From an optimization exercise on the open Yosys and OpenROAD flow, aimed at small area; shortcuts taken in it are not production practice. In this exercise RTL edits were held to simulation tests only and were not proved equivalent to the original. Power is estimated from default activity; no workload was simulated.

## build 62
// conv_window
module conv_window #(
    parameter DATA_WIDTH = 16,
    parameter IMG_WIDTH  = 64
)(
    input  wire                  clk,
    input  wire                  rst_n,
    input  wire [DATA_WIDTH-1:0] pixel_in,
    input  wire                  valid_in,
    output wire [DATA_WIDTH-1:0] w00, w01, w02,
    output wire [DATA_WIDTH-1:0] w10, w11, w12,
    output wire [DATA_WIDTH-1:0] w20, w21, w22,
    output wire                  valid_out
);
Size: ~2800 cells after synthesis.
clock: 7.0 ns
lec_check: 0
cap_margin: 30
core_margin: 2
core_utilization: 75
slew_margin: 30
standard.sh (not shown) runs the stock make flow with config.mk's settings and CLKGATE_MAP_FILE= SYNTH_SCRIPT=/design/flow/synth_recipe.tcl, a recipe that flattens the netlist after the stock synthesis.
==> flow/flow/run.sh <==
#!/bin/bash
# Standard layout, with two changes: port buffers use the smallest buffer,
# and clock tree synthesis gets explicit clustering and no dummy loads.
set -euo pipefail
export BUFFER_PORTS_ARGS="-buffer_cell sky130_fd_sc_hd__buf_1"
export CTS_ARGS="-sink_clustering_enable -repair_clock_nets -sink_clustering_size 12 -sink_clustering_max_diameter 35 -buf_list sky130_fd_sc_hd__clkbuf_4 -dont_use_dummy_load"

bash standard.sh finish > standard.log 2>&1
Relative to build 62, the following input files were edited for build 93:
-- flow/config.mk --
<<< build 62, line 9
export CORE_MARGIN = 2
export CORE_UTILIZATION = 75
export SLEW_MARGIN = 30
>>> build 93, line 9
export CORE_MARGIN = 2
export CORE_UTILIZATION = 70
export GPL_TIMING_DRIVEN = 0
export SLEW_MARGIN = 30
Of build 93 and build 62, it is build 93 that has the higher wire length of the first global-routing pass.
Relative to build 62, post-route clock skew increased by 0.038 ns in build 93.
Build 93 ends up with a total number of vias that is 371 higher than in build 62.
The lower total power came out of build 62.
[compare] base=build 62 new=build 93: final layout net count picked up an extra about 2.4%; power in sequential cells was more or less identical.
Clock share of power: build 93 vs build 62 — no meaningful difference
Taking build 62 as the reference, in build 93 share of the clock period used by the worst path after layout went down, post-detailed-routing wire length picked up an extra 490 um.
Input-level comparison between build 91 and build 93:
-- flow/config.mk --
<<< build 93, line 9
export CORE_MARGIN = 2
export CORE_UTILIZATION = 70
export GPL_TIMING_DRIVEN = 0
export SLEW_MARGIN = 30
>>> build 91, line 9
export CORE_MARGIN = 2
export CORE_UTILIZATION = 88
export SLEW_MARGIN = 30
Findings:
FAIL build 91 @ detailed placement (3_5_place_dp): tool exited with error
Build 93 → build 91: initial core utilization higher; mux cell area share after synthesis roughly the same; routability congestion estimate from global placement higher.
Comparing build 91 against build 93, there is no change at all in synthesized cell count.
The floorplan row count reported for build 91 is smaller than that of build 93 by about 11%.


## run 1
The RTL this note starts from:
==> flow/design.v <==
`timescale 1ns / 1ps
module line_buffer #(
    parameter DATA_WIDTH = 16,
    parameter IMG_WIDTH  = 64
)(
    input  wire                  clk,
    input  wire [DATA_WIDTH-1:0] pixel_in,
    input  wire                  valid_in,
    output wire [DATA_WIDTH-1:0] w01, w02,
    output wire [DATA_WIDTH-1:0] w10, w11, w12,
    output wire [DATA_WIDTH-1:0] w20, w21, w22,
    output wire [DATA_WIDTH-1:0] tap_last      
);
    localparam DEPTH = 2*IMG_WIDTH + 2;
    reg [DATA_WIDTH-1:0] sr [0:DEPTH-1];
    integer k;
    always @(posedge clk) begin
        if (valid_in) begin
            sr[0] <= pixel_in;
            for (k = 1; k < DEPTH; k = k + 1)
                sr[k] <= sr[k-1];
        end
    end
    assign w22 = sr[0];
    assign w21 = sr[1];
    assign w20 = sr[2];
    assign w12 = sr[IMG_WIDTH];
    assign w11 = sr[IMG_WIDTH+1];
    assign w10 = sr[IMG_WIDTH+2];
    assign w02 = sr[2*IMG_WIDTH];
    assign w01 = sr[2*IMG_WIDTH+1];
    assign tap_last = sr[2*IMG_WIDTH+1];
endmodule
`timescale 1ns / 1ps
module sliding_window #(
    parameter DATA_WIDTH = 16,
    parameter IMG_WIDTH  = 64
)(
    input  wire                  clk,
    input  wire                  rst_n,
    input  wire                  valid_in,
    input  wire [DATA_WIDTH-1:0] tap_last,
    output reg  [DATA_WIDTH-1:0] w00,
    output reg                   valid_out
);
    localparam FIRST = 2*IMG_WIDTH + 2;    
    reg [7:0] cnt;
    wire      full = (cnt == FIRST);
    always @(posedge clk)
        w00 <= tap_last;
    always @(posedge clk or negedge rst_n) begin
        if (!rst_n) begin
            cnt       <= 0;
            valid_out <= 0;
        end else begin
            if (valid_in && !full)
                cnt <= cnt + 1'b1;
            valid_out <= valid_in && full;
        end
    end
endmodule
`timescale 1ns / 1ps
module conv_window #(
    parameter DATA_WIDTH = 16,
    parameter IMG_WIDTH  = 64
)(
    input  wire                  clk,
    input  wire                  rst_n,
    input  wire [DATA_WIDTH-1:0] pixel_in,
    input  wire                  valid_in,
    output wire [DATA_WIDTH-1:0] w00, w01, w02,
    output wire [DATA_WIDTH-1:0] w10, w11, w12,
    output wire [DATA_WIDTH-1:0] w20, w21, w22,
    output wire                  valid_out
);
    wire [DATA_WIDTH-1:0] tap_last;
    line_buffer #(
        .DATA_WIDTH(DATA_WIDTH),
        .IMG_WIDTH (IMG_WIDTH)
    ) u_lb (
        .clk      (clk),
        .pixel_in (pixel_in),
        .valid_in (valid_in),
        .w01(w01), .w02(w02),
        .w10(w10), .w11(w11), .w12(w12),
        .w20(w20), .w21(w21), .w22(w22),
        .tap_last (tap_last)
    );
    sliding_window #(
        .DATA_WIDTH(DATA_WIDTH),
        .IMG_WIDTH (IMG_WIDTH)
    ) u_sw (
        .clk      (clk),
        .rst_n    (rst_n),
        .valid_in (valid_in),
        .tap_last (tap_last),
        .w00      (w00),
        .valid_out(valid_out)
    );
endmodule
Settings: LEC_CHECK=0, CAP_MARGIN=30, CORE_MARGIN=2, CORE_UTILIZATION=40, CTS_BUF_LIST=sky130_fd_sc_hd__clkbuf_8, CTS_CLUSTER_DIAMETER=60, CTS_CLUSTER_SIZE=20, SLEW_MARGIN=30; clock period 7.0 ns.
run.sh (not shown) runs the stock make flow with config.mk's settings and CLKGATE_MAP_FILE= SYNTH_SCRIPT=/design/flow/synth_recipe.tcl, a recipe that flattens the netlist after the stock synthesis.
Stock flow here: none of the scripts above is used.
Setup changes, run 1 to run 2
diff --git a/flow/config.mk b/flow/config.mk
--- a/flow/config.mk
+++ b/flow/config.mk
@@ -9,5 +9,5 @@
 export CORE_MARGIN = 2
-export CORE_UTILIZATION = 40
+export CORE_UTILIZATION = 70
 export CTS_BUF_LIST = sky130_fd_sc_hd__clkbuf_8
-export CTS_CLUSTER_DIAMETER = 60
+export CTS_CLUSTER_DIAMETER = 40
 export CTS_CLUSTER_SIZE = 20
Run 2: full flow OK, the timing, DRC and antenna checks passed. Run 2 ended up with u_lb.sr[64][7] as its source of the critical timing path; run 1 ended up with u_lb.sr[64][9]. Run 2 vs. run 1: area growth from synthesis to final layout went down 0.30 points; clock group share of total power went up; worst setup slack flat.
What run 3 does differently from run 2 at the input level:
diff --git a/flow/config.mk b/flow/config.mk
--- a/flow/config.mk
+++ b/flow/config.mk
@@ -9,6 +9,6 @@
 export CORE_MARGIN = 2
-export CORE_UTILIZATION = 70
-export CTS_BUF_LIST = sky130_fd_sc_hd__clkbuf_8
-export CTS_CLUSTER_DIAMETER = 40
-export CTS_CLUSTER_SIZE = 20
+export CORE_UTILIZATION = 40
+export CTS_BUF_LIST = sky130_fd_sc_hd__clkbuf_16
+export CTS_CLUSTER_DIAMETER = 60
+export CTS_CLUSTER_SIZE = 35
 export SLEW_MARGIN = 30
Results
- Run 3: full flow OK, the timing, DRC and antenna checks passed
- [compare] base=run 2 new=run 3: largest vdd supply drop went down 17%; buffer levels on the longest clock path held; area of the die went up about 70%; fraction of final layout cells sized beyond drive strength 1 went down 2.0 points; switching part of the total power went up 0.79 points.
- Looking at clock-buffer cell count, run 3 sits below run 2.
- Taking run 2 as the reference, in run 3 design area climbed about 2.7%, minimum period implied by the final worst setup slack dropped 0.085 ns.
Relative to run 3, the following input files were edited for run 4:
==> flow/config.mk <==
export PLATFORM = sky130hd
export DESIGN_NAME = conv_window
export DESIGN_NICKNAME = conv_window
export VERILOG_FILES = /design/flow/design.v
export SDC_FILE = /design/flow/constraint.sdc
export NUM_CORES = 8
export LEC_CHECK = 0
export CAP_MARGIN = 0
export CORE_MARGIN = 2
export CORE_UTILIZATION = 70
export CTS_BUF_LIST = sky130_fd_sc_hd__clkbuf_8
export CTS_CLUSTER_DIAMETER = 50
export CTS_CLUSTER_SIZE = 24
export SLEW_MARGIN = 0
--- outcome ---
Between run 4 and run 3, it is run 4 whose row count is lower, by 35.
Run 4 and run 3 ended up with nearly the same critical path's largest stage delay.
Cmp run 4 and run 3 / final area / higher: run 3
[compare] base=run 3 new=run 4: total vias in the final route now smaller; routed wire length now smaller; later-pin clock latency in the skew report now larger.

-- re-timing with driven ports --
In the flow no input, the clock included, has a driving cell. The finished layouts below were timed again as built, in two steps.
Step 1 assumes that a clkbuf_16 drives the clock port and a buf_2 every other input.
Step 2 times the ports against the registers' clock, not the clock port: input delays grow and output delays shrink by t, the midpoint of the rising clock arrivals with the driver on.
a / b / c = ideal ports / drivers / drivers and shift; a / b = the first two.
| run | shift t [ns] | setup slack, ns | worst setup path at the end |
|---|---|---|---|
| build 62 | 1.041 | 3.374 / 3.374 / 3.100 | input to register |
| build 93 | 1.058 | 3.993 / 3.932 / 3.450 | input to register |
| run 1 | 0.911 | 3.627 / 3.559 / 3.316 | input to register |
| run 2 | 0.895 | 3.629 / 3.565 / 3.335 | input to register |
| run 3 | 0.826 | 3.714 / 3.644 / 3.309 | input to register |
| run 4 | 0.867 | 3.682 / 3.614 / 3.334 | input to register |
After both steps every run listed still meets setup and hold. For build 93, which loses most, drivers alone change the setup slack by -0.061 ns; drivers and shift together by -0.543 ns.
